This design comes from an exercise in tuning for small area on the open sky130 flow, not from production work. Where RTL was checked, it was by simulation tests only, not by an equivalence proof against the original. Only the layout flow was run in run 1; the RTL was not checked for function there. The clock cells of runs 2 to 6 come from the design's own scripts or RTL, not from TritonCTS. The clock port is modelled as an ideal driver, which makes a skipped or thinned clock tree look cheaper than it is; a real chip needs a root buffer or a tree. Power figures rest on the tool's default switching activity, not on a simulated workload.

==> flow/design.v <==
module spi_master
  # (
    parameter SYSTEM_CLK_FREQ = 100_000_000,
    parameter SCLK_FREQ       = 1_000_000,
    parameter SYSTEM_CLK_PER  = 10,
    parameter MIN_CS_SETUP    = 100,
    parameter MIN_CS_HOLD     = 20,
    parameter MIN_CS_DISABLE  = 20,
    parameter CPOL            = 1'b0,
    parameter CPHA            = 1'b0,
    parameter SPI_DATA_WIDTH  = 8,
    parameter CS_DEVICE_COUNT = 1)
  (
    input  clkIn,
    input  rstIn,
    input  enIn,
    output busyOut,
    input  loadDataIn,
    output validDataOut,
    input  [SPI_DATA_WIDTH-1:0] dataRxIn,
    output [SPI_DATA_WIDTH-1:0] dataTxOut,
    output spiClkOut,
    output [CS_DEVICE_COUNT-1:0] spiCsLowOut,
    output spiMosiOut,
    input  spiMisoIn);
  reg       txMode;
  reg [5:0] cnt;
  reg       sclkQ;
  reg [2:0] bitCnt;
  reg [7:0] shReg;
  reg       mosiQ;
  reg       validQ;
  reg [7:0] dataTxQ;
  wire edge_    = &cnt;
  wire tick     = txMode & edge_;
  wire rise     = tick & ~sclkQ;
  wire fall     = tick & sclkQ;
  wire firstBit = ~|bitCnt;
  wire lastFall = fall & (&bitCnt);
  wire exitTx   = lastFall & ~enIn;
  wire idle     = ~txMode & ~cnt[5] & cnt[4] & cnt[1] & cnt[0];                   
  wire csHigh   = ~txMode & cnt[4] & ~cnt[3] & ~cnt[2] & (cnt[1] | cnt[0]);       
  wire lastSu   = cnt[4] & cnt[3] & cnt[2] & ~cnt[1] & cnt[0];                    
  wire txStart  = cnt[4] & cnt[3] & cnt[2] & cnt[1];                              
  wire csToHigh = ~cnt[5] & cnt[4];                                               
  wire start    = idle & enIn;
  assign busyOut      = ~idle;
  assign spiCsLowOut  = csHigh;
  assign spiClkOut    = sclkQ;
  assign spiMosiOut   = mosiQ;
  assign validDataOut = validQ;
  assign dataTxOut    = dataTxQ;
  always @ (posedge clkIn) begin
    if (rstIn) begin
      txMode  <= 1'b0;
      cnt     <= 6'd19;
      sclkQ   <= 1'b0;
      bitCnt  <= 3'd0;
      mosiQ   <= 1'b0;
      validQ  <= 1'b0;
      dataTxQ <= 8'd0;
    end
    else begin
      validQ <= lastFall;
      if (lastFall)
        dataTxQ <= shReg;
      {bitCnt, sclkQ} <= {bitCnt, sclkQ} + {3'd0, tick};
      cnt <= (cnt + {5'd0, ~idle}) | {start, 1'b0, {3{edge_}}, 1'b0};
      txMode <= txMode ? ~exitTx : edge_;
      if (txMode) begin
        if (firstBit | ~sclkQ)
          mosiQ <= shReg[7];
      end
      else if (txStart)
        mosiQ <= shReg[7];
      else if (lastSu)
        mosiQ <= dataRxIn[7];
      else if (csToHigh)
        mosiQ <= 1'b0;
    end
  end
  wire load = fall & firstBit;
  wire keep = ~rise & ~load;
  wire keep7 = txMode & ~firstBit & ~rise & ~lastFall;
  always @ (posedge clkIn) begin
    shReg[0]   <= (rise & spiMisoIn) | (~rise & shReg[0]);
    shReg[6:1] <= ({6{rise}} & shReg[5:0]) | ({6{load}} & dataRxIn[5:0]) | ({6{keep}} & shReg[6:1]);
    shReg[7]   <= (txMode & ~firstBit & rise & shReg[6]) | (keep7 & shReg[7]) |
                  (~(txMode & ~firstBit) & (fall ? dataRxIn[6] : dataRxIn[7]));
  end
endmodule
==> flow/flow/run.sh <==
#!/bin/bash
# The standard layout (standard.sh) with these changes:
#  - yosys maps the logic with an area-oriented ABC script (flow/abc_area.script)
#    and leaves adders to ABC instead of mapping them to half/full-adder cells
#  - the port buffers are the smallest buffer cell
#  - the clock is buffered by a few clock buffers placed by flow/cts_manual.tcl
#    instead of TritonCTS's H-tree
# ORFS writes each step's full log under orfs/logs; make's output goes to standard.log.
set -euo pipefail
rm -rf scripts
cp -r "$FLOW_HOME/scripts" scripts
cp flow/abc_area.script scripts/abc_speed.script
sed -i 's#^log_cmd clock_tree_synthesis {\*}\$cts_args#source $::env(CTS_MANUAL_TCL)#' scripts/cts.tcl
grep -q CTS_MANUAL_TCL scripts/cts.tcl
export SCRIPTS_DIR="$PWD/scripts"
export ADDER_MAP_FILE=
export BUFFER_PORTS_ARGS="-buffer_cell sky130_fd_sc_hd__buf_1"
export CTS_MANUAL_TCL="$PWD/flow/cts_manual.tcl"
export CTS_MANUAL_K=3
export CTS_MANUAL_CELL=sky130_fd_sc_hd__clkbuf_4
export CTS_CLOCK_PORT=clkIn
bash standard.sh > standard.log 2>&1
==> flow/flow/abc_area.script <==
strash
&get -n
&st
&dc2
&dch -f
&nf -R 1000 -a
&put
==> flow/flow/cts_manual.tcl <==
# Replaces TritonCTS: the clock port drives CTS_MANUAL_K buffers of type
# CTS_MANUAL_CELL, each placed at the centre of its group of registers
# (groups are runs of registers sorted by x).
set dbu [[ord::get_db_tech] getDbUnitsPerMicron]
set clk_port_net [get_nets -of_objects [get_ports $::env(CTS_CLOCK_PORT)]]
set sinks {}
foreach pin [get_pins -of_objects $clk_port_net -filter "direction==input"] {
  set inst [[sta::sta_to_db_pin $pin] getInst]
  set bb [$inst getBBox]
  lappend sinks [list [expr {([$bb xMin] + [$bb xMax]) / 2.0 / $dbu}] \
                      [expr {([$bb yMin] + [$bb yMax]) / 2.0 / $dbu}] $pin]
}
set k $::env(CTS_MANUAL_K)
set sorted [lsort -real -index 0 $sinks]
set n [llength $sorted]
for {set g 0} {$g < $k} {incr g} {
  set grp [lrange $sorted [expr {$g * $n / $k}] [expr {($g + 1) * $n / $k - 1}]]
  set sx 0.0
  set sy 0.0
  set pins {}
  foreach s $grp {
    set sx [expr {$sx + [lindex $s 0]}]
    set sy [expr {$sy + [lindex $s 1]}]
    lappend pins [lindex $s 2]
  }
  set m [llength $grp]
  log_cmd insert_buffer -buffer_cell $::env(CTS_MANUAL_CELL) -net [get_full_name $clk_port_net] \
    -load_pins $pins -location [list [expr {$sx / $m}] [expr {$sy / $m}]] \
    -buffer_name clkbuf_manual_$g -net_name clknet_manual_$g
}
foreach net [[ord::get_db_block] getNets] {
  if {[string match "clknet_manual_*" [$net getName]] || [$net getName] == [get_full_name $clk_port_net]} {
    $net setSigType CLOCK
  }
}
set_propagated_clock [all_clocks]
==> flow/standard.sh <==
#!/bin/bash
# synth_recipe.tcl (not shown) runs the flow's synth.tcl, then flattens the netlist and writes it again
# the make line also repeats each setting of config.mk as NAME=value (left out here)
make -C /OpenROAD-flow-scripts/flow DESIGN_CONFIG=/design/flow/config.mk WORK_HOME=/design/flow/orfs CLKGATE_MAP_FILE= SYNTH_SCRIPT=/design/flow/synth_recipe.tcl "${@:-finish}"
==> flow/config.mk <==
export PLATFORM = sky130hd
export DESIGN_NAME = spi_master
export DESIGN_NICKNAME = spi_master
export VERILOG_FILES = /design/flow/design.v
export SDC_FILE = /design/flow/constraint.sdc
export NUM_CORES = 4
export LEC_CHECK = 0
export CAP_MARGIN = 20
export CORE_MARGIN = 2
export CORE_UTILIZATION = 40
export SLEW_MARGIN = 20
==> flow/constraint.sdc <==
create_clock -name core_clock -period 6.0 [get_ports {clkIn}]
set_input_delay 1.2000 -clock core_clock [delete_from_list [all_inputs] [get_ports {clkIn}]]
set_output_delay 1.2000 -clock core_clock [all_outputs]
set_load 0.01 [all_outputs]
==> results of run 1 <==
## per-stage QoR
stage | power [mW] | setup slack, ns
after floorplan | 0.234 | 3.46
after detailed placement | 0.246 | 3.31
after global placement | 0.245 | 3.34
## power by group through the flow
stage	clock network (mW)	registers [mW]	logic [mW]
2_1_floorplan	0	0.211	0.0227
3_3_place_gp	0	0.212	0.0331
3_5_place_dp	0	0.213	0.0334
## cells by family after synthesis
| logic type | after synthesis |
|---|---|
| AOI/OAI and AO/OA | 35 |
| buffers and inverters | 2 |
| muxes | 1 |
| xor gates and xnor gates | 2 |
| DFF | 29 |
| and+or+nand+nor | 44 |
## Yosys cell counts
| library cell | n | area share |
|---|---|---|
| o21bai_1 | 1 | 0.0069 |
| a22o_1 | 8 | 0.065 |
| dfxtp_1 | 28 | 0.52 |
| clkinv_1 | 2 | 0.0069 |
| and3_1 | 4 | 0.023 |
| a211oi_1 | 1 | 0.0069 |
| o22ai_1 | 1 | 0.0058 |
| o21a_1 | 2 | 0.014 |
| nand2_1 | 18 | 0.062 |
| nor3_1 | 3 | 0.014 |
| nor4b_1 | 1 | 0.0081 |
| xnor2_1 | 1 | 0.0081 |
| o32a_1 | 1 | 0.0092 |
| nand4_1 | 1 | 0.0058 |
| o21ai_0 | 3 | 0.014 |
| mux2i_1 | 1 | 0.0092 |
| o31a_1 | 1 | 0.0081 |
| nand3b_1 | 2 | 0.014 |
| o31ai_1 | 1 | 0.0069 |
| edfxtp_1 | 1 | 0.028 |
| xor2_1 | 1 | 0.0081 |
| a31oi_1 | 1 | 0.0058 |
| nand3_1 | 1 | 0.0046 |
| a22oi_1 | 6 | 0.042 |
| nor4_1 | 1 | 0.0058 |
| nor3b_1 | 1 | 0.0069 |
| a32oi_1 | 1 | 0.0081 |
| a21oi_1 | 8 | 0.037 |
| and2_0 | 1 | 0.0058 |
| nand2b_1 | 2 | 0.012 |
| nor2_1 | 9 | 0.031 |
## worst max-delay path by stage
stage,slack (ns),endpoint,from,cells after the start
after detailed placement,3.31,dataTxQ[0]$_SDFFE_PP0P_,txMode$_SDFF_PP0_,8
after global placement,3.34,dataTxQ[5]$_SDFFE_PP0P_,txMode$_SDFF_PP0_,8
after floorplan,3.46,shReg[1]$_DFF_P_,txMode$_SDFF_PP0_,8
==> key figures, run 1 <==
Run status
  – Status: aborted with a tool error
  – Stopping stage: 4_1_cts
  – Error: [ERROR STA-0100] unsupported object type Port.

Place
  – Post-DP HPWL: 1.58 mm
  – Port Buffer Count: 24
  – Placed cell count: around 170
  – DP Area: 1220 um^2
  – Final Wtd Congestion: around 0.8

Die
  – Die Width: approximately 56 um
  – Io pins: 26
  – Die Y: 56.0 um
  – Rows: 18
  – Initial Util: 0.429

Synth
  – Synth Area in Simple Gates: 0.193
  – Sequential area share after synthesis: 0.546
  – Post-synthesis mux area share: 0.00925
  – Post-Synthesis Cells: 113
  – Synth warnings: 1
  – Xor/xnor cell area share of the yosys netlist: 0.0162
  – Syn Std Cell Area: between 1000 and 1500 um^2
  – Synth Area in Adders: 0
  – Largest family of logic cells by synthesized area: compound AO/OA/AOI/OAI gates
  – #FFs+latches synth: 29
  – Mapped Nets: 126
  – Compound-Gate Fraction of Synth Area: 0.229
  – Syn avg cell area: 9.58 um^2
  – Synth unique cells: 31
==> run 2, diff against run 1 <==
--- a/flow/design.v
+++ b/flow/design.v
@@ -40,10 +40,12 @@
   wire exitTx   = lastFall & ~enIn;
   wire idle     = ~txMode & ~cnt[5] & cnt[4] & cnt[1] & cnt[0];                   
   wire csHigh   = ~txMode & cnt[4] & ~cnt[3] & ~cnt[2] & (cnt[1] | cnt[0]);       
-  wire lastSu   = cnt[4] & cnt[3] & cnt[2] & ~cnt[1] & cnt[0];                    
+  wire lastSu   = ~txMode & cnt[4] & cnt[3] & cnt[2] & ~cnt[1] & cnt[0];          
   wire txStart  = cnt[4] & cnt[3] & cnt[2] & cnt[1];                              
   wire csToHigh = ~cnt[5] & cnt[4];                                               
   wire start    = idle & enIn;
+  wire mosiFollow = txMode ? (firstBit | ~sclkQ) : txStart;
+  wire mosiHold   = txMode ? (~firstBit & sclkQ) : ~cnt[4];
   assign busyOut      = ~idle;
   assign spiCsLowOut  = csHigh;
   assign spiClkOut    = sclkQ;
@@ -67,23 +69,15 @@
       {bitCnt, sclkQ} <= {bitCnt, sclkQ} + {3'd0, tick};
       cnt <= (cnt + {5'd0, ~idle}) | {start, 1'b0, {3{edge_}}, 1'b0};
       txMode <= txMode ? ~exitTx : edge_;
-      if (txMode) begin
-        if (firstBit | ~sclkQ)
-          mosiQ <= shReg[7];
-      end
-      else if (txStart)
-        mosiQ <= shReg[7];
-      else if (lastSu)
-        mosiQ <= dataRxIn[7];
-      else if (csToHigh)
-        mosiQ <= 1'b0;
+      mosiQ <= (mosiFollow & shReg[7] & ~validQ) | (lastSu & dataRxIn[7]) | (mosiHold & mosiQ);
     end
   end
   wire load = fall & firstBit;
   wire keep = ~rise & ~load;
-  wire keep7 = txMode & ~firstBit & ~rise & ~lastFall;
+  wire keep7 = txMode & ~firstBit & ~rise;
   always @ (posedge clkIn) begin
-    shReg[0]   <= (rise & spiMisoIn) | (~rise & shReg[0]);
+    if (rise)
+      shReg[0] <= spiMisoIn;
     shReg[6:1] <= ({6{rise}} & shReg[5:0]) | ({6{load}} & dataRxIn[5:0]) | ({6{keep}} & shReg[6:1]);
     shReg[7]   <= (txMode & ~firstBit & rise & shReg[6]) | (keep7 & shReg[7]) |
                   (~(txMode & ~firstBit) & (fall ? dataRxIn[6] : dataRxIn[7]));
--- a/flow/flow/cts_manual.tcl
+++ b/flow/flow/cts_manual.tcl
@@ -2,7 +2,7 @@
 # CTS_MANUAL_CELL, each placed at the centre of its group of registers
 # (groups are runs of registers sorted by x).
 set dbu [[ord::get_db_tech] getDbUnitsPerMicron]
-set clk_port_net [get_nets -of_objects [get_ports $::env(CTS_CLOCK_PORT)]]
+set clk_port_net [get_nets $::env(CTS_CLOCK_PORT)]
 set sinks {}
 foreach pin [get_pins -of_objects $clk_port_net -filter "direction==input"] {
   set inst [[sta::sta_to_db_pin $pin] getInst]
--- a/flow/config.mk
+++ b/flow/config.mk
@@ -6,6 +6,7 @@
 export NUM_CORES = 4
 export LEC_CHECK = 0
 export CAP_MARGIN = 20
-export CORE_MARGIN = 2
-export CORE_UTILIZATION = 40
+export CORE_AREA = 2.3 2.72 67.62 67.28
+export DIE_AREA = 0 0 70 70
+export GPL_TIMING_DRIVEN = 0
 export SLEW_MARGIN = 20
==> run 2 against run 1 <==
Now clean on timing, DRC and antenna. Area after synthesis decreased by 0.12%. Synthesized cell count increased by 1.8%.
==> key figures, run 2 <==
Drt
  – 1st-iter DRT viols: 24
  – Antenna Nets Post-Route: 0
  – Wirelength per Cell: 11.8 um
  – # DRC: 0
  – Routed WL: 2.26 mm
  – Vias: 894
  – DRT Pass-1 Iters: 4
  – DR vias/cell: 4.66

Final layout
  – Layout cells sized above 1: 0.0211
  – Nets: 157
  – Ant diodes: 0
  – Largest regs: dataTxQ: 8 flops, shReg: 8 flops, cnt: 6 flops
  – Area growth syn-to-layout: 16.2%
  – Most frequent cells in the layout: 28 x dfxtp_1, 24 x buf_1, 19 x nand2_1, 10 x nor2_1
  – Most common cell after layout, fill and taps aside: dfxtp_1

Timing
  – WHS: between 0.4 and 0.5 ns
  – Finish-stage setup viols: 0
  – Slew Limit Fails: 0
  – Period utilization: 0.521
  – Final hold viol count: 0
  – Worst slew pin tran: 0.695 ns
  – Fmax: 320 MHz
  – Clk_skew: 0.0277 ns
  – RSZ-0062 raised after global routing: false
  – Worst slew margin: 0.537
  – Final min period: 3.12 ns
  – Fin Setup TNS: 0 ns

Setup path
  – Critical Path RT: between 6 and 7 ns
  – Reg2Reg Capture Point: dataTxQ[3]$_SDFFE_PP0P_
  – CP startpoint: txMode$_SDFF_PP0_
  – Setup CP Type: flip-flop to flip-flop
  – CP Capture Type: flip-flop
  – FF-to-FF path depth: 10
  – FF-to-FF Start: txMode$_SDFF_PP0_
  – CP max FO: 9
  – FF-to-FF setup slack: 2.88 ns
  – CP arrival: 3.22 ns
  – Worst setup SP type: flip-flop

Synth
  – #FFs+latches synth: 29 (unchanged)
  – EDFF count, synth: 1 (unchanged)
  – Most frequent cell after synthesis: dfxtp_1 (unchanged)
  – Commonest cells post-synth: 28 x dfxtp_1, 19 x nand2_1, 10 x nor2_1 (was 28 x dfxtp_1, 18 x nand2_1, 9 x nor2_1)
  – Sequential area share after synthesis: 0.546 (about the same)
  – Ys async rst share: 0 (unchanged)
  – Syn Std Cell Area: 1080 um^2 (about the same)
  – Synth area leaders: dfxtp_1 52%, nand2_1 6.6%, a22o_1 6.5% (was dfxtp_1 52%, a22o_1 6.5%, nand2_1 6.2%)
  – Commonest register cell after synthesis: dfxtp_1 (unchanged)
  – Area share of the largest cell type after synthesis: 0.519 (was 0.518)
  – Synth warnings: 1 (unchanged)
  – Syn avg cell area: 9.40 um^2 (was 9.58 um^2)
  – Mapped Nets: 128 (was 126)
  – Post-Synthesis Cells: 115 (was 113)
  – Leading area contributor after synthesis: dfxtp_1 (unchanged)
  – Synth unique cells: 28 (was 31)

Die
  – Die Width: 70 um (was 56.0 um)
  – Initial Util: 0.265 (was 0.429)
  – Die ar.: 4900 um^2
  – Rows: 23 (was 18)
  – Io pins: 26 (unchanged)
  – Core area: 4090 um^2
  – Die Y: 70 um (was 56.0 um)

Global route
  – Vias in the first global route: about 900
  – Total track usage: 0.0941
  – Initial antenna violation count: 0
  – First-pass GRT wire length: between 4 and 5 mm
  – GRT overflow: 0
  – Largest net degree at the start of global routing: 14

Power and ir drop
  – Sequential fraction of design power: 0.675
  – Pwr per Cell Area: 242 nW/um^2
  – NetSw: ~0.070 mW
  – Int Pwr: 0.234 mW
  – Clk network pwr share: 0.244
  – Comb power frac: 0.080
  – Switching fraction of total power: 0.232
  – Static leakage: approximately 0.48 nW
  – Worst vdd ir: 0.0592 mV

Job
  – Max cap viols: 0

Place
  – Final Wtd Congestion: 0.730 (was 0.801)
  – Post-DP HPWL: 1.62 mm (was 1.58 mm)
  – Port Buffer Count: 24 (unchanged)

CTS
  – Post-cts resize count: 0
  – Clock slew at reported path FFs: 0.12 ns
  – Clock latency on the worst-skew pair: 0.18 ns
  – Post-cts hold buffer count: 0
  – Setup bufs post-CTS: 0

Worst hold path
  – Hold WC Path Type: flip-flop to flip-flop
  – Hold EP: shReg[3]$_DFF_P_
  – Hold Path Depth: 2
  – Min-delay src: shReg[2]$_DFF_P_

Run status
  – Status: complete, no violations (was aborted with a tool error)
==> run 2: area by class of cell, clock buffers not listed <==
cell class              count  area [um^2]
fillers                   458         2830
repair buffers             24         90.1
well taps                  50         62.6
multi-input cells          84          483
inverters                   2         7.51
flip-flops and latches     29          591
==> run 2: cells by family (layout without fill, tap and decap cells) <==
| family | count (synthesis) | after routing | share of synthesized area |
|---|---|---|---|
| buffers and inverters | 2 | 29 | 0.00695 |
| muxes | 1 | 1 | 0.00926 |
| and+or+nand+nor | 51 | 51 | 0.227 |
| xor gates and xnor gates | 2 | 2 | 0.0162 |
| DFF | 29 | 29 | 0.546 |
| AOI/OAI and AO/OA | 30 | 30 | 0.194 |
==> run 2: worst max path at each step <==
| stage | end | slack [ns] | depth (start not counted) |
|---|---|---|---|
| floorplan | dataTxQ[0]$_SDFFE_PP0P_ | 3.51 | 10 |
| global placement | dataTxQ[2]$_SDFFE_PP0P_ | 2.87 | 10 |
| detailed placement | dataTxQ[1]$_SDFFE_PP0P_ | 2.87 | 10 |
| CTS | dataTxQ[2]$_SDFFE_PP0P_ | 2.84 | 10 |
| global route | dataTxQ[2]$_SDFFE_PP0P_ | 2.50 | 10 |
| finish | dataTxQ[3]$_SDFFE_PP0P_ | 2.88 | 10 |
==> run 2: per-stage QoR <==
step | power (mW) | utilization | setup WS, ns | cell area, um^2 | cells
after detailed placement | 0.234 | 0.302 | 2.87 | 1230 | 189
after global placement | 0.234 | 0.302 | 2.87 | 1230 | 189
final | 0.304 | 0.307 | 2.88 | 1260 | 192
after global routing | 0.320 | 0.307 | 2.50 | 1260 | 192
after floorplan | 0.224 | - | 3.51 | 1080 | 115
after CTS | 0.308 | 0.307 | 2.84 | 1260 | 192
==> run 2: critical path: stages, from the launching register on <==
cell	delay, ns
dfxtp_1	0.47
nand2b_1	0.23
nor2_1	0.09
nor2_1	0.23
and3_1	0.28
and3_1	0.36
and3_1	0.35
and3_1	0.26
nand2_1	0.09
nor2_1	0.49
a22o_1	0.22
==> run 2: routing by layer <==
metal | GRT usage | wire (um) | part of all wire
met2 | 0.172 | 1120 | 0.49
met1 | 0.123 | 1060 | 0.47
met3 | 0.00722 | 59 | 0.026
met5 | 0 | 0 | 0
met4 | 0.0128 | 27 | 0.012
==> run 2: power groups by stage <==
stage | Clock [mW] | Combinational (mW) | Sequential [mW]
after global placement | 0 | 0.0246 | 0.210
after detailed placement | 0 | 0.0250 | 0.209
final | 0.0743 | 0.0244 | 0.205
after global routing | 0.0853 | 0.0278 | 0.207
after floorplan | 0 | 0.0163 | 0.208
after CTS | 0.0783 | 0.0249 | 0.205
==> run 3, diff against run 2 <==
--- a/flow/config.mk
+++ b/flow/config.mk
@@ -9,4 +9,5 @@
 export CORE_AREA = 2.3 2.72 67.62 67.28
 export DIE_AREA = 0 0 70 70
 export GPL_TIMING_DRIVEN = 0
+export PLACE_DENSITY = 0.85
 export SLEW_MARGIN = 20
==> run 3 against run 2 <==
Combinational power is essentially flat. Still clean on timing, DRC and antenna. Sequential power is essentially flat. Critical endpoint is now dataTxQ[4]$_SDFFE_PP0P_. Core utilization is the same. Critical path depth is the same. Via count grew 2.7%. Routed wire length shrank 0.97%. Critical path type unchanged. Die area is the same.
==> key figures, run 3 <==
Timing
  – Fin Setup TNS: 0 ns (unchanged)
  – Slew Limit Fails: 0 (unchanged)
  – Final hold viol count: 0 (unchanged)
  – Fmax: 322 MHz (was 320 MHz)
  – RSZ-0062 raised after global routing: false (unchanged)
  – Finish-stage setup viols: 0 (unchanged)
  – Clk_skew: 0.0170 ns (was 0.0277 ns)
  – Worst slew pin tran: 0.706 ns (was 0.695 ns)
  – Final min period: 3.11 ns (was 3.12 ns)
  – Worst slew margin: 0.529 (was 0.537)
  – Period utilization: 0.518 (was 0.521)

Die
  – Io pins: 26 (unchanged)
  – Die Width: 70 um (unchanged)
  – Initial Util: 0.265 (unchanged)
  – Die ar.: 4900 um^2 (unchanged)
  – Core area: 4090 um^2 (unchanged)
  – Rows: 23 (unchanged)
  – Die Y: 70 um (unchanged)

Setup path
  – Critical Path RT: 6.10 ns (about the same)
  – CP dominant cell by count: and3_1 (unchanged)
  – FF-to-FF Start: txMode$_SDFF_PP0_ (unchanged)
  – CP max FO: 9 (unchanged)
  – Slowest cell on the critical path: nor2_1 (unchanged)
  – CP Capture Type: flip-flop (unchanged)
  – FF-to-FF path depth: 10 (unchanged)
  – CP peak stage delay: 0.49 ns (about the same)
  – Worst setup SP type: flip-flop (unchanged)
  – Reg2Reg Capture Point: dataTxQ[4]$_SDFFE_PP0P_ (was dataTxQ[3]$_SDFFE_PP0P_)
  – Setup CP Type: flip-flop to flip-flop (unchanged)
  – Top Family by Delay on Critical Path: simple AND/OR/NAND/NOR gates (unchanged)
  – FF-to-FF setup slack: 2.89 ns (was 2.88 ns)
  – Crit-path cells: nand2b_1 > nor2_1 > nor2_1 > and3_1 > and3_1 > and3_1 > and3_1 > nand2_1 > nor2_1 > a22o_1 (unchanged)
  – CP arrival: 3.21 ns (was 3.22 ns)
  – Worst Path Buf+Inv: 0 (unchanged)

Synth
  – Commonest cells post-synth: 28 x dfxtp_1, 19 x nand2_1, 10 x nor2_1 (unchanged)
  – Post-Synthesis Cells: 115 (unchanged)
  – Synth Area in Simple Gates: 0.227 (unchanged)
  – Mapped Nets: 128 (unchanged)
  – Commonest register cell after synthesis: dfxtp_1 (unchanged)
  – Synth area leaders: dfxtp_1 52%, nand2_1 6.6%, a22o_1 6.5% (unchanged)
  – Syn Std Cell Area: 1080 um^2 (unchanged)
  – Synth warnings: 1 (unchanged)
  – Xor/xnor cell area share of the yosys netlist: 0.0162 (unchanged)
  – Ys async rst share: 0 (unchanged)
  – EDFF count, synth: 1 (unchanged)
  – Leading area contributor after synthesis: dfxtp_1 (unchanged)
  – Synth unique cells: 28 (unchanged)
  – Syn avg cell area: 9.40 um^2 (unchanged)
  – Most frequent cell after synthesis: dfxtp_1 (unchanged)
  – Area share of the largest cell type after synthesis: 0.519 (unchanged)
  – Largest family of logic cells by synthesized area: simple AND/OR/NAND/NOR gates (unchanged)
  – Synth Area in Adders: 0 (unchanged)
  – Sequential area share after synthesis: 0.546 (unchanged)
  – Compound-Gate Fraction of Synth Area: 0.194 (unchanged)
  – Post-synthesis mux area share: 0.00926 (unchanged)
  – #FFs+latches synth: 29 (unchanged)

Power and ir drop
  – Static leakage: 0.482 nW (unchanged)
  – Worst vdd ir: 0.0676 mV (was 0.0592 mV)
  – Pwr per Cell Area: 238 nW/um^2 (was 242 nW/um^2)

Drt
  – DRT Pass-1 Iters: 4 (unchanged)
  – Wirelength per Cell: 11.7 um (was 11.8 um)
  – # DRC: 0 (unchanged)
  – Routed WL: 2.24 mm (was 2.26 mm)
  – Vias: 918 (was 894)
  – 1st-iter DRT viols: 31 (was 24)
  – DR vias/cell: 4.78 (was 4.66)
  – Antenna Nets Post-Route: 0 (unchanged)

Final layout
  – Area growth syn-to-layout: 16.2% (unchanged)
  – Layout cells sized above 1: 0.0211 (unchanged)
  – Most frequent cells in the layout: 28 x dfxtp_1, 24 x buf_1, 19 x nand2_1, 10 x nor2_1 (unchanged)
  – Ant diodes: 0 (unchanged)
  – Most common cell after layout, fill and taps aside: dfxtp_1 (unchanged)
  – Nets: 157 (unchanged)
  – Layout fillers: 435 (was 458)
  – Largest regs: dataTxQ: 8 flops, shReg: 8 flops, cnt: 6 flops (unchanged)
  – Final instance area: 1260 um^2 (unchanged)

Place
  – Final Wtd Congestion: 0.782 (was 0.730)
  – Post-DP HPWL: 1.67 mm (was 1.62 mm)
  – DP Area: 1230 um^2 (unchanged)
  – Port Buffer Count: 24 (unchanged)

Run status
  – Status: complete, no violations (unchanged)

Worst hold path
  – Hold WC Path Type: flip-flop to flip-flop (unchanged)
  – Hold Path Depth: 2 (unchanged)
  – Hold EP: shReg[6]$_DFF_P_ (was shReg[3]$_DFF_P_)
  – Min-delay src: shReg[5]$_DFF_P_ (was shReg[2]$_DFF_P_)

Global route
  – Initial antenna violation count: 0 (unchanged)
  – GRT overflow: 0 (unchanged)
  – First-pass GRT wire length: 3.72 mm (was 4.04 mm)
  – Total track usage: 0.0879 (was 0.0941)
  – Vias in the first global route: 860 (was 878)
  – Largest net degree at the start of global routing: 14 (unchanged)

CTS
  – Clock slew at reported path FFs: 0.11 ns (was 0.12 ns)
  – Post-cts resize count: 0 (unchanged)
  – Clock latency on the worst-skew pair: 0.17 ns (was 0.18 ns)
  – Setup bufs post-CTS: 0 (unchanged)
  – Post-cts hold buffer count: 0 (unchanged)

Job
  – Max cap viols: 0 (unchanged)
[run 3: cells by family (layout without fill, tap and decap cells)]
family	count (synthesis)	after routing
muxes	1	1
xor gates and xnor gates	2	2
AOI/OAI and AO/OA	30	30
DFF	29	29
buffers and inverters	2	29
and+or+nand+nor	51	51
[run 3: per-layer routing]
metal,part of all wire,global-route usage,vias up
li1,-,-,475
met1,0.45,0.115,427
met2,0.49,0.148,14
met3,0.051,0.0202,2
met4,0.0063,0.0171,0
met5,0,0,-
[run 3: worst max path at each step]
stage          depth (start not counted)  slack (ns)         startpoint                       to
2_1_floorplan                         10        3.51  txMode$_SDFF_PP0_  dataTxQ[0]$_SDFFE_PP0P_
3_3_place_gp                          10        2.99  txMode$_SDFF_PP0_  dataTxQ[2]$_SDFFE_PP0P_
3_5_place_dp                          10        2.94  txMode$_SDFF_PP0_  dataTxQ[4]$_SDFFE_PP0P_
4_1_cts                               10        2.90  txMode$_SDFF_PP0_  dataTxQ[4]$_SDFFE_PP0P_
5_1_grt                               10        2.63  txMode$_SDFF_PP0_  dataTxQ[4]$_SDFFE_PP0P_
6_report                              10        2.89  txMode$_SDFF_PP0_  dataTxQ[4]$_SDFFE_PP0P_
[run 3: final cells by class, clock buffers not listed]
type,count,area (um^2),area share
Inverter,2,7.51,0.00598
Timing Repair Buffer,24,90.1,0.0717
Tap cell,50,62.6,0.0498
Sequential cell,29,591,0.470
Multi-Input combinational cell,84,483,0.384
[run 3: stage by stage]
step	util	hold WS (ns)	setup WS [ns]	std cells	power, mW
CTS	0.307	0.462	2.90	192	0.303
finish	0.307	0.455	2.89	192	0.299
floorplan	-	0.429	3.51	115	0.224
detailed placement	0.302	0.448	2.94	189	0.234
global placement	0.302	0.447	2.99	189	0.233
global route	0.307	0.486	2.63	192	0.313
[run 3: report_power, final]
part	leakage (nW)	internal, mW	total (mW)	switching [mW]
combinational	0.232	0.0108	0.0242	0.0134
clock	0.0138	0.0240	0.0699	0.0460
sequential	0.236	0.199	0.205	0.00632
[run 3: worst reg2reg max path, delay by kind of cell (launching register included)]
family          cells  cell delay, ns
compound gates      1            0.23
flops               1            0.45
simple gates        9            2.38
==> run 4, diff against run 3 <==
==> flow/flow/abc_area.script (replaced) <==
strash
&get -n
&st
&deepsyn -T 60
&dch -f
&nf -R 1000 -a
&put
mfs3 -a
==> run 4 against run 3 <==
Critical path depth grew 1. Core utilization shrank 0.58 points. Sequential power grew 2%. Routed wire length shrank 5.8%. Design area shrank 1.9%. Combinational power grew 28%. Register-to-register slack lost 0.06 ns. Critical path type unchanged. Largest cell class unchanged. Largest power group unchanged. Highest routed layer is now met3.
==> key figures, run 4 <==
Run status
  – Status: complete, no violations (unchanged)

Die
  – Die Y: 70 um (unchanged)
  – Die Width: 70 um (unchanged)
  – Rows: 23 (unchanged)
  – Initial Util: 0.259 (was 0.265)
  – Core area: 4090 um^2 (unchanged)
  – Io pins: 26 (unchanged)
  – Die ar.: 4900 um^2 (unchanged)

Drt
  – Routed WL: 2.11 mm (was 2.24 mm)
  – Vias: 879 (was 918)
  – Wirelength per Cell: 11.1 um (was 11.7 um)
  – DR vias/cell: 4.63 (was 4.78)
  – DRT Pass-1 Iters: 4 (unchanged)
  – Antenna Nets Post-Route: 0 (unchanged)
  – 1st-iter DRT viols: 38 (was 31)
  – # DRC: 0 (unchanged)

Synth
  – #FFs+latches synth: 29 (unchanged)
  – Synth warnings: 1 (unchanged)
  – Commonest cells post-synth: 28 x dfxtp_1, 22 x nand2_1, 12 x nor2_1 (was 28 x dfxtp_1, 19 x nand2_1, 10 x nor2_1)
  – Leading area contributor after synthesis: dfxtp_1 (unchanged)
  – Synth area leaders: dfxtp_1 53%, nand2_1 7.8%, a22o_1 6.6% (was dfxtp_1 52%, nand2_1 6.6%, a22o_1 6.5%)
  – Syn Std Cell Area: 1060 um^2 (was 1080 um^2)
  – Post-Synthesis Cells: 113 (was 115)
  – Synth unique cells: 26 (was 28)
  – Syn avg cell area: 9.36 um^2 (was 9.40 um^2)
  – Area share of the largest cell type after synthesis: 0.530 (was 0.519)
  – EDFF count, synth: 1 (unchanged)
  – Ys async rst share: 0 (unchanged)
  – Sequential area share after synthesis: 0.559 (was 0.546)
  – Mapped Nets: 126 (was 128)
  – Commonest register cell after synthesis: dfxtp_1 (unchanged)
  – Most frequent cell after synthesis: dfxtp_1 (unchanged)

Place
  – Post-Place Worst Slack: 2.90 ns (was 2.94 ns)
  – Post-DP HPWL: 1.61 mm (was 1.67 mm)
  – Port Buffer Count: 24 (unchanged)
  – Final Wtd Congestion: 0.859 (was 0.782)

Final layout
  – Largest regs: dataTxQ: 8 flops, shReg: 8 flops, cnt: 6 flops (unchanged)
  – Most common cell after layout, fill and taps aside: dfxtp_1 (unchanged)
  – Area growth syn-to-layout: 16.6% (was 16.2%)
  – Layout cells sized above 1: 0.0214 (was 0.0211)
  – Most frequent cells in the layout: 28 x dfxtp_1, 24 x buf_1, 22 x nand2_1, 12 x nor2_1, 8 x a22o_1 (was 28 x dfxtp_1, 24 x buf_1, 19 x nand2_1, 10 x nor2_1)
  – Multi-input logic area: 459 um^2 (was 483 um^2)
  – Layout fillers: 440 (was 435)
  – Ant diodes: 0 (unchanged)
  – Register area: 591 um^2 (unchanged)
  – Nets: 155 (was 157)

Power and ir drop
  – Worst vdd ir: 0.119 mV (was 0.0676 mV)
  – Pwr per Cell Area: 254 nW/um^2 (was 238 nW/um^2)
  – Static leakage: 0.450 nW (was 0.482 nW)

Global route
  – Initial antenna violation count: 0 (unchanged)
  – GRT overflow: 0 (unchanged)
  – Total track usage: 0.0852 (was 0.0879)
  – Largest net degree at the start of global routing: 13 (was 14)
  – Vias in the first global route: 833 (was 860)
  – First-pass GRT wire length: 3.63 mm (was 3.72 mm)

Setup path
  – CP dominant cell by count: nor2_1 (was and3_1)
  – Worst setup SP type: flip-flop (unchanged)
  – FF-to-FF Start: txMode$_SDFF_PP0_ (unchanged)
  – Critical Path RT: 6.05 ns (was 6.10 ns)
  – FF-to-FF setup slack: 2.83 ns (was 2.89 ns)
  – Crit-path cells: nand2b_1 > nor2_1 > nor2_1 > nand2_1 > nor2_1 > and2_0 > and3_1 > and3_1 > and3_1 > nor2_1 > a22o_1 (was nand2b_1 > nor2_1 > nor2_1 > and3_1 > and3_1 > and3_1 > and3_1 > nand2_1 > nor2_1 > a22o_1)
  – CP arrival: 3.22 ns (was 3.21 ns)
  – CP max FO: 11 (was 9)
  – Reg2Reg Capture Point: dataTxQ[1]$_SDFFE_PP0P_ (was dataTxQ[4]$_SDFFE_PP0P_)
  – FF-to-FF path depth: 11 (was 10)
  – Setup CP Type: flip-flop to flip-flop (unchanged)
  – Slowest cell on the critical path: dfxtp_1 (was nor2_1)
  – CP peak stage delay: 0.46 ns (was 0.49 ns)
  – CP Capture Type: flip-flop (unchanged)

Timing
  – Finish-stage setup viols: 0 (unchanged)
  – Final hold viol count: 0 (unchanged)
  – Worst slew margin: 0.577 (was 0.529)
  – Clk_skew: 0.0131 ns (was 0.0170 ns)
  – Fin Setup TNS: 0 ns (unchanged)
  – Final min period: 3.17 ns (was 3.11 ns)
  – Worst slew pin tran: 0.632 ns (was 0.706 ns)
  – PnR worst setup slack: 2.83 ns (was 2.89 ns)
  – Fmax: 315 MHz (was 322 MHz)
  – Period utilization: 0.528 (was 0.518)
  – RSZ-0062 raised after global routing: false (unchanged)
  – Slew Limit Fails: 0 (unchanged)

Worst hold path
  – Hold Path Depth: 1 (was 2)
  – Min-delay src: cnt[0]$_SDFF_PP1_ (was shReg[5]$_DFF_P_)
  – Hold WC Path Type: flip-flop to flip-flop (unchanged)
  – Hold EP: cnt[0]$_SDFF_PP1_ (was shReg[6]$_DFF_P_)

CTS
  – Clock latency on the worst-skew pair: 0.16 ns (was 0.17 ns)
  – Post-cts resize count: 0 (unchanged)
  – Setup bufs post-CTS: 0 (unchanged)
  – Clock slew at reported path FFs: 0.10 ns (was 0.11 ns)
  – Post-cts hold buffer count: 0 (unchanged)

Job
  – Max cap viols: 0 (unchanged)
-- run 4: changes by cell type after synthesis, sizes merged, moves of 2 or more --
| cell | before | now |
|---|---|---|
| a21oi | 8 | 5 |
| nand2 | 19 | 22 |
| nor2 | 10 | 12 |
| nand4 | 3 | 0 |
| a31oi | 1 | 3 |
| nand2b | 4 | 1 |
-- run 4: power by group --
group          leakage, nW  internal, mW  switching [mW]
Clock               0.0138        0.0240          0.0481
Combinational        0.200        0.0126          0.0185
Sequential           0.236         0.201         0.00813
-- run 4: final cells by class, clock buffers not listed --
class	count	share of cell area
Sequential cell	29	0.479
Multi-Input combinational cell	82	0.373
Tap cell	50	0.0508
Timing Repair Buffer	24	0.0731
Inverter	2	0.00609
-- run 4: routing by layer --
metal	share of wire	up-vias	wire [um]	global-route usage
met5	0	-	0	0
met4	0	0	0	0.00641
met3	0.044	0	92	0.0159
met2	0.48	18	1020	0.149
met1	0.47	391	1000	0.114
li1	-	470	-	-
-- run 4: worst max path at each step --
stage                                  from                       to  slack (ns)  cells after the start
after floorplan           txMode$_SDFF_PP0_  dataTxQ[0]$_SDFFE_PP0P_        3.42                     11
final                     txMode$_SDFF_PP0_  dataTxQ[1]$_SDFFE_PP0P_        2.83                     11
after global routing      txMode$_SDFF_PP0_  dataTxQ[1]$_SDFFE_PP0P_        2.56                     11
after detailed placement  txMode$_SDFF_PP0_  dataTxQ[2]$_SDFFE_PP0P_        2.90                     11
after CTS                 txMode$_SDFF_PP0_  dataTxQ[1]$_SDFFE_PP0P_        2.86                     11
after global placement    txMode$_SDFF_PP0_  dataTxQ[2]$_SDFFE_PP0P_        2.94                     11
-- run 4: per-stage QoR --
| step | power, mW | hold slack (ns) | area (um^2) | utilization | cells |
|---|---|---|---|---|---|
| after floorplan | 0.232 | 0.422 | 1060 | - | 113 |
| after global placement | 0.244 | 0.440 | 1210 | 0.296 | 187 |
| after detailed placement | 0.245 | 0.447 | 1210 | 0.296 | 187 |
| after CTS | 0.316 | 0.475 | 1230 | 0.302 | 190 |
| after global routing | 0.329 | 0.495 | 1230 | 0.302 | 190 |
| final | 0.312 | 0.478 | 1230 | 0.302 | 190 |
-- run 4: worst max-delay path: cells and delay by family, from the launching register on --
kind	cells	cell delay (ns)
DFF	1	0.46
and+or+nand+nor	10	2.36
AOI/OAI and AO/OA	1	0.25
-- run 4: kinds of logic (layout without fill, tap and decap cells) --
group                     count (synthesis)  in the layout  synth area share
and+or+nand+nor                          50             50             0.215
AOI/OAI and AO/OA                        30             30             0.201
DFF                                      29             29             0.559
buffers and inverters                     2             29           0.00710
xor gates and xnor gates                  1              1           0.00829
muxes                                     1              1           0.00947
==> run 5, diff against run 4 <==
--- a/flow/design.v
+++ b/flow/design.v
@@ -33,8 +33,8 @@
   reg [7:0] dataTxQ;
   wire edge_    = &cnt;
   wire tick     = txMode & edge_;
-  wire rise     = tick & ~sclkQ;
-  wire fall     = tick & sclkQ;
+  wire rise     = edge_ & ~sclkQ;
+  wire fall     = edge_ & sclkQ;
   wire firstBit = ~|bitCnt;
   wire lastFall = fall & (&bitCnt);
   wire exitTx   = lastFall & ~enIn;
@@ -72,14 +72,13 @@
       mosiQ <= (mosiFollow & shReg[7] & ~validQ) | (lastSu & dataRxIn[7]) | (mosiHold & mosiQ);
     end
   end
-  wire load = fall & firstBit;
-  wire keep = ~rise & ~load;
-  wire keep7 = txMode & ~firstBit & ~rise;
+  wire keep7 = ~firstBit & ~rise;
   always @ (posedge clkIn) begin
     if (rise)
       shReg[0] <= spiMisoIn;
-    shReg[6:1] <= ({6{rise}} & shReg[5:0]) | ({6{load}} & dataRxIn[5:0]) | ({6{keep}} & shReg[6:1]);
-    shReg[7]   <= (txMode & ~firstBit & rise & shReg[6]) | (keep7 & shReg[7]) |
-                  (~(txMode & ~firstBit) & (fall ? dataRxIn[6] : dataRxIn[7]));
+    shReg[6:1] <= ({6{firstBit}} & dataRxIn[5:0]) | ({6{~firstBit & rise}} & shReg[5:0]) |
+                  ({6{~firstBit & ~rise}} & shReg[6:1]);
+    shReg[7]   <= (~firstBit & rise & shReg[6]) | (keep7 & shReg[7]) |
+                  (firstBit & (fall ? dataRxIn[6] : dataRxIn[7]));
   end
 endmodule
==> run 5 against run 4 <==
Routed wire length decreased by 0.24%. Largest power group unchanged. Still clean on timing, DRC and antenna. Core utilization decreased by 0.18 points. Area after synthesis decreased by 0.71%. Global-route usage decreased by 0.39 points. Highest routed layer is now met4.
==> key figures, run 5 <==
Synth
  – Syn avg cell area: 9.21 um^2 (was 9.36 um^2)
  – Sequential area share after synthesis: 0.563 (was 0.559)
  – Synth area leaders: dfxtp_1 53%, nor2_1 8.2%, a22o_1 6.7% (was dfxtp_1 53%, nand2_1 7.8%, a22o_1 6.6%)
  – Area share of the largest cell type after synthesis: 0.534 (was 0.530)
  – Ys async rst share: 0 (unchanged)
  – Synth warnings: 1 (unchanged)
  – Most frequent cell after synthesis: dfxtp_1 (unchanged)
  – Synth unique cells: 26 (unchanged)
  – Syn Std Cell Area: 1050 um^2 (was 1060 um^2)
  – EDFF count, synth: 1 (unchanged)
  – Commonest register cell after synthesis: dfxtp_1 (unchanged)
  – Leading area contributor after synthesis: dfxtp_1 (unchanged)
  – Commonest cells post-synth: 28 x dfxtp_1, 23 x nor2_1, 9 x a21oi_1 (was 28 x dfxtp_1, 22 x nand2_1, 12 x nor2_1)
  – #FFs+latches synth: 29 (unchanged)
  – Mapped Nets: 127 (was 126)
  – Post-Synthesis Cells: 114 (was 113)

Final layout
  – Nets: 156 (was 155)
  – Area growth syn-to-layout: 16.7% (was 16.6%)
  – Most common cell after layout, fill and taps aside: dfxtp_1 (unchanged)
  – Most frequent cells in the layout: 28 x dfxtp_1, 24 x buf_1, 23 x nor2_1, 9 x a21oi_1, 8 x a22o_1 (was 28 x dfxtp_1, 24 x buf_1, 22 x nand2_1, 12 x nor2_1, 8 x a22o_1)
  – Ant diodes: 0 (unchanged)
  – Layout cells sized above 1: 0.0213 (was 0.0214)
  – Largest regs: dataTxQ: 8 flops, shReg: 8 flops, cnt: 6 flops (unchanged)

Timing
  – Period utilization: 0.455 (was 0.528)
  – Final min period: 2.73 ns (was 3.17 ns)
  – RSZ-0062 raised after global routing: false (unchanged)
  – Fmax: 366 MHz (was 315 MHz)
  – Worst slew margin: 0.515 (was 0.577)
  – Finish-stage setup viols: 0 (unchanged)
  – Clk_skew: 0.0132 ns (was 0.0131 ns)
  – Fin Setup TNS: 0 ns (unchanged)
  – Worst slew pin tran: 0.719 ns (was 0.632 ns)
  – Final hold viol count: 0 (unchanged)
  – Slew Limit Fails: 0 (unchanged)

Drt
  – DRT Pass-1 Iters: 4 (unchanged)
  – 1st-iter DRT viols: 5 (was 38)
  – Vias: 889 (was 879)
  – # DRC: 0 (unchanged)
  – DR vias/cell: 4.65 (was 4.63)
  – Antenna Nets Post-Route: 0 (unchanged)
  – Wirelength per Cell: 11.0 um (was 11.1 um)
  – Routed WL: 2.11 mm (about the same)

Global route
  – Total track usage: 0.0813 (was 0.0852)
  – GRT overflow: 0 (unchanged)
  – Initial antenna violation count: 0 (unchanged)
  – Vias in the first global route: 823 (was 833)
  – Largest net degree at the start of global routing: 13 (unchanged)
  – First-pass GRT wire length: 3.46 mm (was 3.63 mm)

Die
  – Io pins: 26 (unchanged)
  – Rows: 23 (unchanged)
  – Initial Util: 0.257 (was 0.259)
  – Die Width: 70 um (unchanged)
  – Core area: 4090 um^2 (unchanged)
  – Die Y: 70 um (unchanged)
  – Die ar.: 4900 um^2 (unchanged)

Worst hold path
  – Hold Path Depth: 1 (unchanged)
  – Hold WC Path Type: flip-flop to flip-flop (unchanged)

Setup path
  – FF-to-FF Start: txMode$_SDFF_PP0_ (unchanged)
  – Worst setup SP type: flip-flop (unchanged)
  – Setup crit end: dataTxQ[4]$_SDFFE_PP0P_ (was dataTxQ[1]$_SDFFE_PP0P_)
  – Critical Path RT: 6.10 ns (was 6.05 ns)
  – FF-to-FF setup slack: 3.27 ns (was 2.83 ns)
  – FF-to-FF path depth: 10 (was 11)
  – CP Capture Type: flip-flop (unchanged)
  – CP startpoint: txMode$_SDFF_PP0_ (unchanged)
  – Setup CP Type: flip-flop to flip-flop (unchanged)
  – CP max FO: 9 (was 11)
  – CP arrival: 2.83 ns (was 3.22 ns)
  – Reg2Reg Capture Point: dataTxQ[4]$_SDFFE_PP0P_ (was dataTxQ[1]$_SDFFE_PP0P_)

Place
  – Post-DP HPWL: 1.57 mm (was 1.61 mm)
  – Final Wtd Congestion: 0.802 (was 0.859)
  – Port Buffer Count: 24 (unchanged)

Job
  – Max cap viols: 0 (unchanged)

Power and ir drop
  – Pwr per Cell Area: 266 nW/um^2 (was 254 nW/um^2)
  – Total Power: 0.325 mW (was 0.312 mW)
  – Worst vdd ir: 0.0557 mV (was 0.119 mV)
  – Static leakage: 0.445 nW (was 0.450 nW)

Run status
  – Status: complete, no violations (unchanged)

CTS
  – Clock slew at reported path FFs: 0.11 ns (was 0.10 ns)
  – Setup bufs post-CTS: 0 (unchanged)
  – Post-cts resize count: 0 (unchanged)
  – Clock latency on the worst-skew pair: 0.16 ns (about the same)
  – Post-cts hold buffer count: 0 (unchanged)
run 5: cell count changes in the layout (fill, tap and decap cells not counted), sizes merged, moves of 2 or more:
cell / delta
a21oi: +4
a22oi: -6
a31oi: -2
and3: -2
nand2: -15
nor2: +11
o21a: -2
o21ai: +2
o21bai: +2
o22ai: +6
run 5: critical path: stages (launching register included):
cell and delay [ns]:
dfxtp_1 0.43, nand2b_1 0.22, nor2_1 0.09, nor3_1 0.33, and2_0 0.23, nand2_1 0.16
clkinv_1 0.12, and2_0 0.26, nand4_1 0.15, nor2_1 0.47, a22o_1 0.21
run 5: cell families after synthesis:
family | after synthesis | share of synthesized area
AO/OA/AOI/OAI | 34 | 0.212
XOR/XNOR | 1 | 0.00834
buffers and inverters | 3 | 0.0107
flip-flops | 29 | 0.563
AND/OR/NAND/NOR | 47 | 0.206
run 5: metrics by stage:
step	setup WS [ns]	std cells	util	area (um^2)	hold WS, ns
floorplan	3.79	114	-	1050	0.422
global placement	3.33	188	0.294	1200	0.448
detailed placement	3.29	188	0.294	1200	0.455
CTS	3.26	191	0.300	1220	0.482
global route	2.97	191	0.300	1220	0.517
finish	3.27	191	0.300	1220	0.481
run 5: how the worst min path moves through the flow:
stage / from / end / slack [ns]
after floorplan: cnt[0]$_SDFF_PP1_ / cnt[0]$_SDFF_PP1_ / 0.42
after global placement: cnt[0]$_SDFF_PP1_ / cnt[0]$_SDFF_PP1_ / 0.45
after detailed placement: cnt[0]$_SDFF_PP1_ / cnt[0]$_SDFF_PP1_ / 0.45
after CTS: cnt[0]$_SDFF_PP1_ / cnt[0]$_SDFF_PP1_ / 0.48
after global routing: dataTxQ[3]$_SDFFE_PP0P_ / dataTxQ[3]$_SDFFE_PP0P_ / 0.52
final: cnt[0]$_SDFF_PP1_ / cnt[0]$_SDFF_PP1_ / 0.48
run 5: layer usage:
layer / global-route usage / vias up / wire length (um)
met5: 0 / - / 0
met4: 0.0150 / 0 / 44
met3: 0.00866 / 5 / 71
met2: 0.165 / 16 / 1060
met1: 0.0897 / 400 / 932
li1: - / 468 / -
run 5: power by group:
| group | leakage, nW | switching, mW | internal (mW) |
|---|---|---|---|
| clock network | 0.0138 | 0.0468 | 0.0240 |
| registers | 0.238 | 0.0107 | 0.205 |
| logic | 0.193 | 0.0228 | 0.0168 |
run 5: final cells by class, clock buffers not listed:
class	instances	area (um^2)
flip-flops and latches	29	591
well taps	50	62.6
fillers	439	2860
inverters	3	11.3
multi-input cells	82	448
repair buffers	24	90.1
==> run 6, diff against run 5 <==
--- a/flow/flow/run.sh
+++ b/flow/flow/run.sh
@@ -16,7 +16,7 @@
 export ADDER_MAP_FILE=
 export BUFFER_PORTS_ARGS="-buffer_cell sky130_fd_sc_hd__buf_1"
 export CTS_MANUAL_TCL="$PWD/flow/cts_manual.tcl"
-export CTS_MANUAL_K=3
-export CTS_MANUAL_CELL=sky130_fd_sc_hd__clkbuf_4
+export CTS_MANUAL_K=1
+export CTS_MANUAL_CELL=sky130_fd_sc_hd__buf_12
 export CTS_CLOCK_PORT=clkIn
 bash standard.sh > standard.log 2>&1
==> run 6 against run 5 <==
First-iteration DRC count increased by 120%. Clock power increased by 4.5%. Area after synthesis unchanged. Global-route usage decreased by 0.21 points. Clock skew decreased by 0.0081 ns. Synthesized cell count unchanged. Routed wire length decreased by 1.7%. Design area decreased by 0.20%. Cell count decreased by 1.0%. Total power increased by 1.0%. Critical path type unchanged. Largest cell class unchanged.
==> key figures, run 6 <==
Run status
  – Status: complete, no violations (unchanged)

Setup path
  – FF-to-FF path depth: 11 (was 10)
  – Slowest cell on the critical path: nor2b_1 (was nor2_1)
  – Worst setup SP type: flip-flop (unchanged)
  – CP arrival: 2.84 ns (was 2.83 ns)
  – CP Capture Type: flip-flop (unchanged)
  – CP peak stage delay: 0.55 ns (was 0.47 ns)
  – CP max FO: 9 (unchanged)
  – Worst Path Buf+Inv: 1 (unchanged)
  – Crit-path cells: nand2b_1 > nor2_1 > nor3_1 > and2_0 > nand2_1 > clkinv_1 > and2_0 > nand4_1 > nor2b_1 > nor2_1 > a21oi_1 (was nand2b_1 > nor2_1 > nor3_1 > and2_0 > nand2_1 > clkinv_1 > and2_0 > nand4_1 > nor2_1 > a22o_1)
  – Setup CP Type: flip-flop to flip-flop (unchanged)
  – Top Family by Delay on Critical Path: simple AND/OR/NAND/NOR gates (unchanged)
  – Critical Path RT: 6.08 ns (was 6.10 ns)
  – Cell depth of the worst setup path: 11 (was 10)

Die
  – Die ar.: 4900 um^2 (unchanged)
  – Rows: 23 (unchanged)
  – Initial Util: 0.257 (unchanged)
  – Io pins: 26 (unchanged)
  – Die Y: 70 um (unchanged)
  – Die Width: 70 um (unchanged)
  – Core area: 4090 um^2 (unchanged)

Timing
  – Clk_skew: 0.00506 ns (was 0.0132 ns)
  – Worst slew pin tran: 0.759 ns (was 0.719 ns)
  – Final min period: 2.76 ns (was 2.73 ns)
  – Finish-stage setup viols: 0 (unchanged)
  – PnR worst setup slack: 3.24 ns (was 3.27 ns)
  – Worst slew margin: 0.489 (was 0.515)
  – Fin Setup TNS: 0 ns (unchanged)
  – WHS: 0.480 ns (was 0.481 ns)
  – Slew Limit Fails: 0 (unchanged)
  – Final hold viol count: 0 (unchanged)
  – Period utilization: 0.460 (was 0.455)
  – RSZ-0062 raised after global routing: false (unchanged)
  – Fmax: 363 MHz (was 366 MHz)

CTS
  – Setup bufs post-CTS: 0 (unchanged)
  – Post-cts resize count: 0 (unchanged)
  – Clock latency on the worst-skew pair: 0.14 ns (was 0.16 ns)
  – Post-cts hold buffer count: 0 (unchanged)
  – Clock slew at reported path FFs: 0.11 ns (about the same)

Synth
  – Ys async rst share: 0 (unchanged)
  – Commonest cells post-synth: 28 x dfxtp_1, 23 x nor2_1, 9 x a21oi_1 (unchanged)
  – #FFs+latches synth: 29 (unchanged)
  – Post-Synthesis Cells: 114 (unchanged)
  – Syn Std Cell Area: 1050 um^2 (unchanged)
  – Mapped Nets: 127 (unchanged)
  – Most frequent cell after synthesis: dfxtp_1 (unchanged)
  – Syn avg cell area: 9.21 um^2 (unchanged)
  – EDFF count, synth: 1 (unchanged)
  – Area share of the largest cell type after synthesis: 0.534 (unchanged)
  – Synth warnings: 1 (unchanged)
  – Synth area leaders: dfxtp_1 53%, nor2_1 8.2%, a22o_1 6.7% (unchanged)
  – Leading area contributor after synthesis: dfxtp_1 (unchanged)
  – Commonest register cell after synthesis: dfxtp_1 (unchanged)
  – Sequential area share after synthesis: 0.563 (unchanged)
  – Synth unique cells: 26 (unchanged)

Final layout
  – Layout fillers: 439 (unchanged)
  – Nets: 154 (was 156)
  – Largest regs: dataTxQ: 8 flops, shReg: 8 flops, cnt: 6 flops (unchanged)
  – Most frequent cells in the layout: 28 x dfxtp_1, 24 x buf_1, 23 x nor2_1, 9 x a21oi_1, 8 x a22o_1 (unchanged)
  – Area growth syn-to-layout: 16.4% (was 16.7%)
  – Most common cell after layout, fill and taps aside: dfxtp_1 (unchanged)
  – Ant diodes: 0 (unchanged)
  – Layout cells sized above 1: 0.00719 (was 0.0213)

Global route
  – First-pass GRT wire length: 3.37 mm (was 3.46 mm)
  – GRT met3 Usage: 0.00722 (was 0.00866)
  – Busiest grt layer: met2 (unchanged)
  – Largest net degree at the start of global routing: 30 (was 13)
  – M2 GR Usage: 0.152 (was 0.165)
  – GR Util met1: 0.0959 (was 0.0897)
  – GRT overflow: 0 (unchanged)
  – Total track usage: 0.0792 (was 0.0813)
  – Vias in the first global route: 790 (was 823)
  – Initial antenna violation count: 0 (unchanged)

Drt
  – 1st-iter DRT viols: 11 (was 5)
  – DR vias/cell: 4.72 (was 4.65)
  – Vias: 893 (was 889)
  – Wirelength per Cell: 10.9 um (was 11.0 um)
  – Antenna Nets Post-Route: 0 (unchanged)
  – # DRC: 0 (unchanged)
  – Routed WL: 2.07 mm (was 2.11 mm)
  – DRT Pass-1 Iters: 4 (unchanged)

Power and ir drop
  – Static leakage: 0.440 nW (was 0.445 nW)
  – Total Power: 0.329 mW (was 0.325 mW)
  – Pwr per Cell Area: 269 nW/um^2 (was 266 nW/um^2)
  – Worst vdd ir: 0.132 mV (was 0.0557 mV)

Worst hold path
  – Hold WC Path Type: flip-flop to flip-flop (unchanged)
  – Hold Path Depth: 1 (unchanged)

Job
  – Max cap viols: 0 (unchanged)

Place
  – Port Buffer Count: 24 (unchanged)
  – Final Wtd Congestion: 0.802 (unchanged)
  – Post-DP HPWL: 1.57 mm (unchanged)
  – Post-Place Worst Slack: 3.29 ns (unchanged)
[run 6: cell counts after synthesis]
Identical to the previous run, type by type.
[run 6: cells by family after synthesis]
| logic type | after synthesis | share of synthesized area |
|---|---|---|
| AOI/OAI and AO/OA | 34 | 0.212 |
| xor gates and xnor gates | 1 | 0.00834 |
| buffers and inverters | 3 | 0.0107 |
| DFF | 29 | 0.563 |
| and+or+nand+nor | 47 | 0.206 |
[run 6: through the flow]
step | util | area [um^2] | instances
CTS | 0.299 | 1220 | 189
global placement | 0.294 | 1200 | 188
detailed placement | 0.294 | 1200 | 188
floorplan | - | 1050 | 114
finish | 0.299 | 1220 | 189
global route | 0.299 | 1220 | 189
[run 6: area by class of cell, clock buffers not listed]
type	instances	area (um^2)	area share
Sequential cell	29	591	0.483
Multi-Input combinational cell	82	448	0.366
Timing Repair Buffer	24	90.1	0.0737
Tap cell	50	62.6	0.0512
Inverter	3	11.3	0.00921
[run 6: worst paths after layout]
check	startpoint	to	slack, ns
setup / recovery	txMode$_SDFF_PP0_	txMode$_SDFF_PP0_	3.24
hold / removal	shReg[7]$_DFF_P_	dataTxQ[7]$_SDFFE_PP0P_	0.48
setup reg to reg	txMode$_SDFF_PP0_	txMode$_SDFF_PP0_	3.24
hold reg to reg	shReg[7]$_DFF_P_	dataTxQ[7]$_SDFFE_PP0P_	0.48
[run 6: where the power goes]
| group | total [mW] | internal, mW | switching (mW) |
|---|---|---|---|
| Clock | 0.0739 | 0.0272 | 0.0466 |
| Combinational | 0.0397 | 0.0168 | 0.0229 |
| Sequential | 0.215 | 0.205 | 0.0107 |
[run 6: routing by layer]
layer | vias to the layer above | wire length (um)
li1 | 466 | -
met1 | 413 | 960
met2 | 12 | 1010
met3 | 2 | 59
met4 | 0 | 40
met5 | - | 0

static timing again, ports no longer ideal:
In the flow no input, the clock included, has a driving cell. The finished layouts below were timed again as built, in two steps.
Step 1, drivers: a clkbuf_16 drives clkIn and a buf_2 each remaining input, both assumed.
Step 2 times the ports against the registers' clock, not the clock port: input delays grow and output delays shrink by t, the midpoint of the rising clock arrivals with the driver on.
a / b / c = no drivers / after step 1 / after step 2; a / b = the first two.
run	t (ns)	setup slack, ns	pins driven straight from the clock port
run 2	0.199	2.877 / 2.877 / 2.877	3
run 3	0.189	2.890 / 2.890 / 2.890	3
run 4	0.189	2.830 / 2.830 / 2.830	3
run 5	0.192	3.270 / 3.270 / 3.270	3
run 6	0.172	3.242 / 3.242 / 3.242	1
After both steps every run listed still meets setup and hold.
